This is an optimization exercise on Yosys and OpenROAD, whose aim is small area, a short achievable clock period and few clock cycles, not a production implementation.
RTL that was checked went through simulation tests only; none was proved equivalent to the original.

== before ==
## MDU
module MDU (
	clk, rst_n,
	A, B, Op, C, D,
	ack, req
);
	input clk, rst_n;
	input  [0:32-1] 	A;
	input  [0:32-1] 	B;
	input  [0:3-1]  	Op;
	output [0:32-1] 	C;
	output [0:4-1]	D;
	input req;
	output ack;
	wire [31:0] a_in  = A;
	wire [31:0] b_in  = B;
	wire [2:0]  op_in = Op;
	reg        busy, first, fix, negd;
	reg [2:0]  cnt;
	reg        op_div, op_sgn, op_hi, op_u;
	reg        negq, qm1, eq_r;
	reg [31:0] X, Q;
	reg [32:0] R;
	wire last  = ~first & (cnt == 3'd0);
	wire mj2 = bzr[3] & bzr[2] & ~Q[15] | op_sgn & bor[3] & bor[2] & Q[15];
	wire mj5 = op_u & Q[31];
	wire [2:0] mk = mj5 ? 3'd3 : {op_hi, mj2, 1'b0};
	reg  [2:0] kreg;
	wire dneg  = op_sgn & X[31];
	wire [32:0] x33 = {op_sgn & X[31], X};
	wire [34:0] x1  = {{2{x33[32]}}, x33};
	wire [34:0] x2  = {x33[32], x33, 1'b0};
	reg  [31:0] neg_o;
	reg         nc;
	integer j;
	always @(*) begin
		nc = 1'b1;
		for (j = 0; j < 32; j = j + 1) begin
			neg_o[j] = ~Q[j] ^ nc;
			nc = nc & ~Q[j];
		end
	end
	wire        aneg   = first & op_div & op_sgn & Q[31] & ~negd;
	wire        dfirst = first & op_div;
	wire [31:0] T      = dneg ? ~X : X;
	function [2:0] lzb;   
  ...
Size: about 2800 cells after synthesis, about 110 I/O pins, roughly 21000 µm² of cells after synthesis.
make LEC_CHECK=0 CAP_MARGIN=20 CORE_MARGIN=2 CORE_UTILIZATION=40 SLEW_MARGIN=20 finish   # period 100.0 ns
run.sh (not shown) runs the stock make flow with config.mk's settings and CLKGATE_MAP_FILE= SYNTH_SCRIPT=/design/flow/synth_recipe.tcl, a recipe that flattens the netlist after the stock synthesis.
Testbench counts of before, summed over its fixed seeds: cycles 14,443.
diff inputs: before => after
-- flow/design.v --
<<< before, line 18
	reg [2:0]  cnt;
	reg        op_div, op_sgn, op_hi, op_u;
	reg        negq, qm1, eq_r;
	reg [31:0] X, Q;
	reg [32:0] R;
>>> after, line 18
	reg [2:0]  cnt;
	reg        op_div, op_sgn, op_hi, op_u;
	reg        negq, qm1;
	reg [31:0] X, Q;
	reg [32:0] R;
<<< before, line 144
	end
	always @(posedge clk) begin
		if (~busy) begin
			X <= op_in[2] ? b_in : a_in;
			for (j = 0; j < 4; j = j + 1) begin
>>> after, line 144
	end
	always @(posedge clk) begin
		if (req) begin
			X <= op_in[2] ? b_in : a_in;
			for (j = 0; j < 4; j = j + 1) begin
<<< before, line 164
			R <= rrow;
			qm1 <= Q[7];
			eq_r <= (q_calc == 32'd0);
			if (first & ~negd)
				negq <= op_sgn & (Q[31] ^ X[31]);
>>> after, line 164
			R <= rrow;
			qm1 <= Q[7];
			if (first & ~negd)
				negq <= op_sgn & (Q[31] ^ X[31]);
<<< before, line 174
		end
	end
	wire done   = ~aneg & (qzero | fix | (last & ~(op_div & negq)));
	wire busy_n = busy ? ~done : req;
	reg ack_r;
	always @(posedge clk or negedge rst_n) begin
		if (~rst_n) begin
			busy  <= 1'b0;
			ack_r <= 1'b1;
			first <= 1'b0;
			fix   <= 1'b0;
			negd  <= 1'b0;
		end else begin
			busy  <= busy_n;
			ack_r <= ~busy_n;
			if (~busy) begin
				first <= 1'b1;
				fix   <= 1'b0;
				negd  <= 1'b0;
			end else if (aneg) begin
				negd  <= 1'b1;
			end else begin
				first <= 1'b0;
				fix   <= ~dfirst & ~fix & last & op_div & negq;
			end
		end
	end
	assign ack = ack_r;
	assign C = Q;
	assign D = {1'b0, Q[31], ~Q[31] & ~eq_r, eq_r};
endmodule
>>> after, line 173
		end
	end
	always @(posedge clk or negedge rst_n) begin
		if (~rst_n) begin
			busy  <= 1'b0;
			first <= 1'b0;
			fix   <= 1'b0;
			negd  <= 1'b0;
		end else if (req) begin
			busy  <= 1'b1;
			first <= 1'b1;
			fix   <= 1'b0;
			negd  <= 1'b0;
		end else if (aneg) begin
			negd  <= 1'b1;
		end else begin
			first <= 1'b0;
			fix   <= 1'b0;
			if (dfirst) begin
				if (qzero)
					busy <= 1'b0;
			end else if (fix)
				busy <= 1'b0;
			else if (last) begin
				if (op_div & negq)
					fix <= 1'b1;
				else
					busy <= 1'b0;
			end
		end
	end
	assign ack = ~busy;
	assign C = Q;
	wire eq = (Q == 32'd0);
	assign D = {1'b0, Q[31], ~Q[31] & ~eq, eq};
endmodule
==> results.txt <==
- The placed wire-length estimate after detailed placement reported for after is smaller than that of before by 460 µm.
- Compared with before, after shows a higher cell depth of the worst setup path.
- after vs before: area of all placed cells without fillers down slightly
- | relative max-transition margin | higher: before |
- after ended up with a higher area growth from synthesis to final layout than before did.
- STATUS final wirelength: after wins against before
- Diff before -> after | overall die width | decrease of about 0.9%
- after and before ended up with nearly the same register share of the cell area.
Testbench counts of after, summed over its fixed seeds: cycles 14,443.


Setup of the reference run:
The RTL this note starts from:
==> flow/design.v <==
module MDU (
	clk, rst_n,
	A, B, Op, C, D,
	ack, req
);
	input clk, rst_n;
	input  [0:32-1] 	A;
	input  [0:32-1] 	B;
	input  [0:3-1]  	Op;
	output [0:32-1] 	C;
	output [0:4-1]	D;
	input req;
	output ack;
	wire [31:0] a_in  = A;
	wire [31:0] b_in  = B;
	wire [2:0]  op_in = Op;
	reg        busy, first, fix, negd;
	reg [2:0]  cnt;
	reg        op_div, op_sgn, op_hi, op_u;
	reg        negq, qm1, eq_r;
	reg [31:0] X, Q;
	reg [32:0] R;
	wire last  = ~first & (cnt == 3'd0);
	wire mj2 = azr[3] & azr[2] & ~Q[15] | op_sgn & aor[3] & aor[2] & Q[15];
	wire mj5 = op_u & Q[31];
	wire [2:0] mk = mj5 ? 3'd3 : {op_hi, mj2, 1'b0};
	reg  [2:0] kreg;
	wire dneg  = op_sgn & X[31];
	wire [32:0] x33 = {op_sgn & X[31], X};
	wire [34:0] x1  = {{2{x33[32]}}, x33};
	wire [34:0] x2  = {x33[32], x33, 1'b0};
	reg  [31:0] neg_o;
	reg         nc;
	integer j;
	always @(*) begin
		nc = 1'b1;
		for (j = 0; j < 32; j = j + 1) begin
			neg_o[j] = ~Q[j] ^ nc;
			nc = nc & ~Q[j];
		end
	end
	wire        aneg   = first & op_div & op_sgn & Q[31] & ~negd;
	wire        dfirst = first & op_div;
	wire [31:0] T      = dneg ? ~X : X;
	function [2:0] lzb;   
		input [31:0] v;
		begin
			if (|v[31:24])      lzb = 3'd0;
			else if (|v[23:16]) lzb = 3'd1;
			else if (|v[15:8])  lzb = 3'd2;
			else if (|v[7:0])   lzb = 3'd3;
			else                lzb = 3'd4;
		end
	endfunction
	function [2:0] skipb;
		input [2:0] za, zt;
		begin
			case ({za, zt})
				6'o00: skipb = 3'd3; 6'o01: skipb = 3'd2; 6'o02: skipb = 3'd1; 6'o03: skipb = 3'd0; 6'o04: skipb = 3'd0;
				6'o10: skipb = 3'd4; 6'o11: skipb = 3'd3; 6'o12: skipb = 3'd2; 6'o13: skipb = 3'd1; 6'o14: skipb = 3'd0;
				6'o20: skipb = 3'd4; 6'o21: skipb = 3'd4; 6'o22: skipb = 3'd3; 6'o23: skipb = 3'd2; 6'o24: skipb = 3'd1;
				6'o30: skipb = 3'd4; 6'o31: skipb = 3'd4; 6'o32: skipb = 3'd4; 6'o33: skipb = 3'd3; 6'o34: skipb = 3'd2;
				default: skipb = 3'd4;
			endcase
		end
	endfunction
	reg  [3:0] azr, aor;
	wire [3:0] alowz = {azr[2] & azr[1] & azr[0], azr[1] & azr[0], azr[0], 1'b1};
	wire [3:0] az = negd ? ((alowz & azr) | (~alowz & aor)) : azr;
	reg  [3:0] tzr;
	wire [3:0] tz = tzr;
	wire [2:0] lza = ~az[3] ? 3'd0 : ~az[2] ? 3'd1 : ~az[1] ? 3'd2 : ~az[0] ? 3'd3 : 3'd4;
	wire [2:0] lzt = ~tz[3] ? 3'd0 : ~tz[2] ? 3'd1 : ~tz[1] ? 3'd2 : ~tz[0] ? 3'd3 : 3'd4;
	wire [31:0] absA = Q;
	wire [2:0] sb = skipb(lza, lzt);
	wire       qzero = dfirst & ~aneg & (sb == 3'd4);
	reg [32:0] r_prep;
	reg [31:0] q_prep;
	always @(*) begin
		case (sb[1:0])
			2'd0: begin r_prep = 33'd0;                 q_prep = absA; end
			2'd1: begin r_prep = {25'd0, absA[31:24]};  q_prep = {absA[23:0], 8'd0}; end
			2'd2: begin r_prep = {17'd0, absA[31:16]};  q_prep = {absA[15:0], 16'd0}; end
			default: begin r_prep = {9'd0, absA[31:8]}; q_prep = {absA[7:0], 24'd0}; end
		endcase
	end
	wire [32:0] r_in = dfirst ? r_prep : R;
	wire [31:0] q_in = dfirst ? q_prep : Q;
	function [34:0] bkadd;
		input [34:0] a, b;
		input        ci;
		reg [35:0] g, p, G, P;
		integer k, d;
		begin
			g[0] = ci;
			p[0] = 1'b0;
			for (k = 1; k < 36; k = k + 1) begin
				g[k] = a[k-1] & b[k-1];
				p[k] = a[k-1] ^ b[k-1];
			end
			G = g;
			P = p;
			for (d = 1; d < 36; d = d * 2)
				for (k = 2*d-1; k < 36; k = k + 2*d) begin
					G[k] = G[k] | (P[k] & G[k-d]);
					P[k] = P[k] & P[k-d];
				end
			for (d = 16; d >= 1; d = d / 2)
				for (k = 3*d-1; k < 36; k = k + 2*d) begin
					G[k] = G[k] | (P[k] & G[k-d]);
					P[k] = P[k] & P[k-d];
				end
			for (k = 0; k < 35; k = k + 1)
				bkadd[k] = p[k+1] ^ G[k];
		end
	endfunction
	wire [7:0] mb = (op_u & last & ~kreg[2]) ? 8'd0 : Q[7:0];
	reg  [32:0] rrow;
	reg  [34:0] opa, opb;
	reg  [34:0] sum;
	reg  [3:0]  qb;
	reg  [7:0]  pl;
	reg         one, two, ng, blo;
	integer i;
	always @(*) begin
		rrow = r_in;
		qb = 4'd0;
		pl = 8'd0;
		for (i = 0; i < 4; i = i + 1) begin
			if (op_div) begin
				opa = {rrow[32], rrow, q_in[31-i]};
				one = 1'b1;
				two = 1'b0;
				ng  = ~(rrow[32] ^ dneg);
			end else begin
				opa = {{2{rrow[32]}}, rrow};
				blo = (i == 0) ? qm1 : mb[2*i-1];
				one = mb[2*i] ^ blo;
				two = (mb[2*i+1] & ~mb[2*i] & ~blo) | (~mb[2*i+1] & mb[2*i] & blo);
				ng  = mb[2*i+1];
			end
			opb = ({35{one}} & x1) | ({35{two}} & x2);
			if (i >= 2)
				sum = bkadd(opa, opb ^ {35{ng}}, ng);
			else
				sum = opa + (opb ^ {35{ng}}) + ng;
			if (op_div) begin
				rrow = sum[32:0];
				qb[3-i] = ~sum[32];
			end else begin
				rrow = sum[34:2];
				pl[2*i +: 2] = sum[1:0];
			end
		end
	end
	reg [31:0] q_calc;
	always @(*) begin
		if (op_div) begin
			if (fix | aneg)
				q_calc = neg_o;
			else if (qzero)
				q_calc = 32'd0;
			else
				q_calc = {q_in[27:0], qb};
		end else if (last)
			case (kreg)
				3'd2:    q_calc = {rrow[15:0], pl, Q[31:24]};
				3'd3:    q_calc = {rrow[23:0], pl};
				3'd4:    q_calc = rrow[31:0];
				3'd6:    q_calc = {{16{rrow[32]}}, rrow[31:16]};
				default: q_calc = {pl, Q[31:8]};
			endcase
		else
			q_calc = {pl, Q[31:8]};
	end
	always @(posedge clk) begin
		if (~busy) begin
			X <= b_in;
			for (j = 0; j < 4; j = j + 1) begin
				azr[j] <= (a_in[8*j +: 8] == 8'h00);
				aor[j] <= (a_in[8*j +: 8] == 8'hff);
				tzr[j] <= (b_in[8*j +: 8] == {8{(op_in == 3'd4) & b_in[31]}});
			end
			Q <= a_in;
			R <= 33'd0;
			qm1 <= 1'b0;
			op_div <= op_in[2];
			op_sgn <= (op_in == 3'd1) | (op_in == 3'd3) | (op_in == 3'd4);
			op_hi  <= (op_in == 3'd1) | (op_in == 3'd2);
			op_u   <= (op_in == 3'd2);
		end else begin
			Q <= q_calc;
			R <= rrow;
			qm1 <= Q[7];
			eq_r <= (q_calc == 32'd0);
			if (first & ~negd)
				negq <= op_sgn & (Q[31] ^ X[31]);
			if (first) begin
				kreg <= mk;
				cnt  <= op_div ? {(2'd3 - sb[1:0]), 1'b0} : mj2 ? 3'd0 : mj5 ? 3'd3 : 3'd2;
			end else
				cnt <= cnt - 3'd1;
		end
	end
	wire done   = ~aneg & (qzero | fix | (last & ~(op_div & negq)));
	wire busy_n = busy ? ~done : req;
	reg ack_r;
	always @(posedge clk or negedge rst_n) begin
		if (~rst_n) begin
			busy  <= 1'b0;
			ack_r <= 1'b1;
			first <= 1'b0;
			fix   <= 1'b0;
			negd  <= 1'b0;
		end else begin
			busy  <= busy_n;
			ack_r <= ~busy_n;
			if (~busy) begin
				first <= 1'b1;
				fix   <= 1'b0;
				negd  <= 1'b0;
			end else if (aneg) begin
				negd  <= 1'b1;
			end else begin
				first <= 1'b0;
				fix   <= ~dfirst & ~fix & last & op_div & negq;
			end
		end
	end
	assign ack = ack_r;
	assign C = Q;
	assign D = {1'b0, Q[31], ~Q[31] & ~eq_r, eq_r};
endmodule
==> flow/config.mk <==
export PLATFORM = sky130hd
export DESIGN_NAME = MDU
export DESIGN_NICKNAME = MDU
export VERILOG_FILES = /design/flow/design.v
export SDC_FILE = /design/flow/constraint.sdc
export NUM_CORES = 4
export LEC_CHECK = 0
export CAP_MARGIN = 20
export CORE_MARGIN = 2
export CORE_UTILIZATION = 40
export SLEW_MARGIN = 20
==> flow/constraint.sdc <==
create_clock -name core_clock -period 100.0 [get_ports {clk}]
set_input_delay 20.0000 -clock core_clock [delete_from_list [all_inputs] [get_ports {clk}]]
set_output_delay 20.0000 -clock core_clock [all_outputs]
set_load 0.01 [all_outputs]
standard.sh (not shown) runs the stock make flow with config.mk's settings and CLKGATE_MAP_FILE= SYNTH_SCRIPT=/design/flow/synth_recipe.tcl, a recipe that flattens the netlist after the stock synthesis.
==> flow/flow/run.sh <==
#!/bin/bash
set -euo pipefail
bash standard.sh SETUP_SLACK_MARGIN=79.0 finish > standard.log 2>&1
The reference run reached the final stage; the timing, DRC and antenna checks on its layout passed.
What the trial run does differently from the reference run at the input level:
--- a/flow/design.v
+++ b/flow/design.v
@@ -18,5 +18,6 @@
 	reg [2:0]  cnt;
 	reg        op_div, op_sgn, op_hi, op_u;
-	reg        negq, qm1, eq_r;
+	reg        negq, qm1;
+	reg        lt_r, gt_r, eq_r;   
 	reg [31:0] X, Q;
 	reg [32:0] R;
@@ -68,6 +69,6 @@
 	wire [3:0] alowz = {azr[2] & azr[1] & azr[0], azr[1] & azr[0], azr[0], 1'b1};
 	wire [3:0] az = negd ? ((alowz & azr) | (~alowz & aor)) : azr;
-	reg  [3:0] tzr;
-	wire [3:0] tz = tzr;
+	reg  [3:0] bzr, bor;
+	wire [3:0] tz = dneg ? bor : bzr;
 	wire [2:0] lza = ~az[3] ? 3'd0 : ~az[2] ? 3'd1 : ~az[1] ? 3'd2 : ~az[0] ? 3'd3 : 3'd4;
 	wire [2:0] lzt = ~tz[3] ? 3'd0 : ~tz[2] ? 3'd1 : ~tz[1] ? 3'd2 : ~tz[0] ? 3'd3 : 3'd4;
@@ -141,8 +142,5 @@
 			end
 			opb = ({35{one}} & x1) | ({35{two}} & x2);
-			if (i >= 2)
-				sum = bkadd(opa, opb ^ {35{ng}}, ng);
-			else
-				sum = opa + (opb ^ {35{ng}}) + ng;
+			sum = bkadd(opa, opb ^ {35{ng}}, ng);
 			if (op_div) begin
 				rrow = sum[32:0];
@@ -180,5 +178,6 @@
 				azr[j] <= (a_in[8*j +: 8] == 8'h00);
 				aor[j] <= (a_in[8*j +: 8] == 8'hff);
-				tzr[j] <= (b_in[8*j +: 8] == {8{(op_in == 3'd4) & b_in[31]}});
+				bzr[j] <= (b_in[8*j +: 8] == 8'h00);
+				bor[j] <= (b_in[8*j +: 8] == 8'hff);
 			end
 			Q <= a_in;
@@ -193,5 +192,4 @@
 			R <= rrow;
 			qm1 <= Q[7];
-			eq_r <= (q_calc == 32'd0);
 			if (first & ~negd)
 				negq <= op_sgn & (Q[31] ^ X[31]);
@@ -230,4 +228,10 @@
 	assign ack = ack_r;
 	assign C = Q;
-	assign D = {1'b0, Q[31], ~Q[31] & ~eq_r, eq_r};
+	wire qc_zero = (q_calc == 32'd0);
+	always @(posedge clk) begin
+		lt_r <= q_calc[31];
+		gt_r <= ~q_calc[31] & ~qc_zero;
+		eq_r <= qc_zero;
+	end
+	assign D = {1'b0, lt_r, gt_r, eq_r};
 endmodule
Results
The trial run gives less multi-input logic area than the reference run did. In the trial run, the final period demand of the worst path came out 0.013 ns below the value in the reference run. The summed instance area of the synthesized netlist in the trial run sits about 0.7% below the value recorded for the reference run. Higher utilization goes to the trial run over the reference run. Against the reference run, the trial run reports a worst slew margin relative to its limit that is lower.
No run of this note included a check of the RTL's function; only the layout flow was run.

==> what the ideal ports hide <==
How much do the figures lean on ideal ports? The routed layouts below were timed once more, with nothing changed but the port constraints. Step 1: set_driving_cell puts a clkbuf_16 on clk and a buf_2 on each other input, an assumption about the parent block. Step 2 adds t to the input delays and takes it off the output delays; t is the mean of the earliest and latest rising clock arrival at the registers after step 1. Input paths then give back, and output paths get back, about the clock's delay inside the block. Three values: ideal ports, drivers, drivers and shift; two values: the first two.
run	shift t [ns]	slack for setup (ns)	worst register clock-pin slew, ns	worst data-port slew with drivers (ns)	cell pins on the clock port's net
before	0.484	78.069 / 78.018 / 78.027	0.07 / 0.07	0.04	1
after	0.491	77.407 / 77.354 / 77.258	0.08 / 0.08	0.07	1
the reference run	0.504	78.917 / 78.866 / 78.614	0.07 / 0.07	0.04	1
the trial run	0.502	78.930 / 78.874 / 78.517	0.07 / 0.07	0.05	1
After both steps every run listed still meets setup and hold. The setup slack of the trial run, which loses most, moves by -0.056 ns with the drivers and by -0.413 ns with both steps.
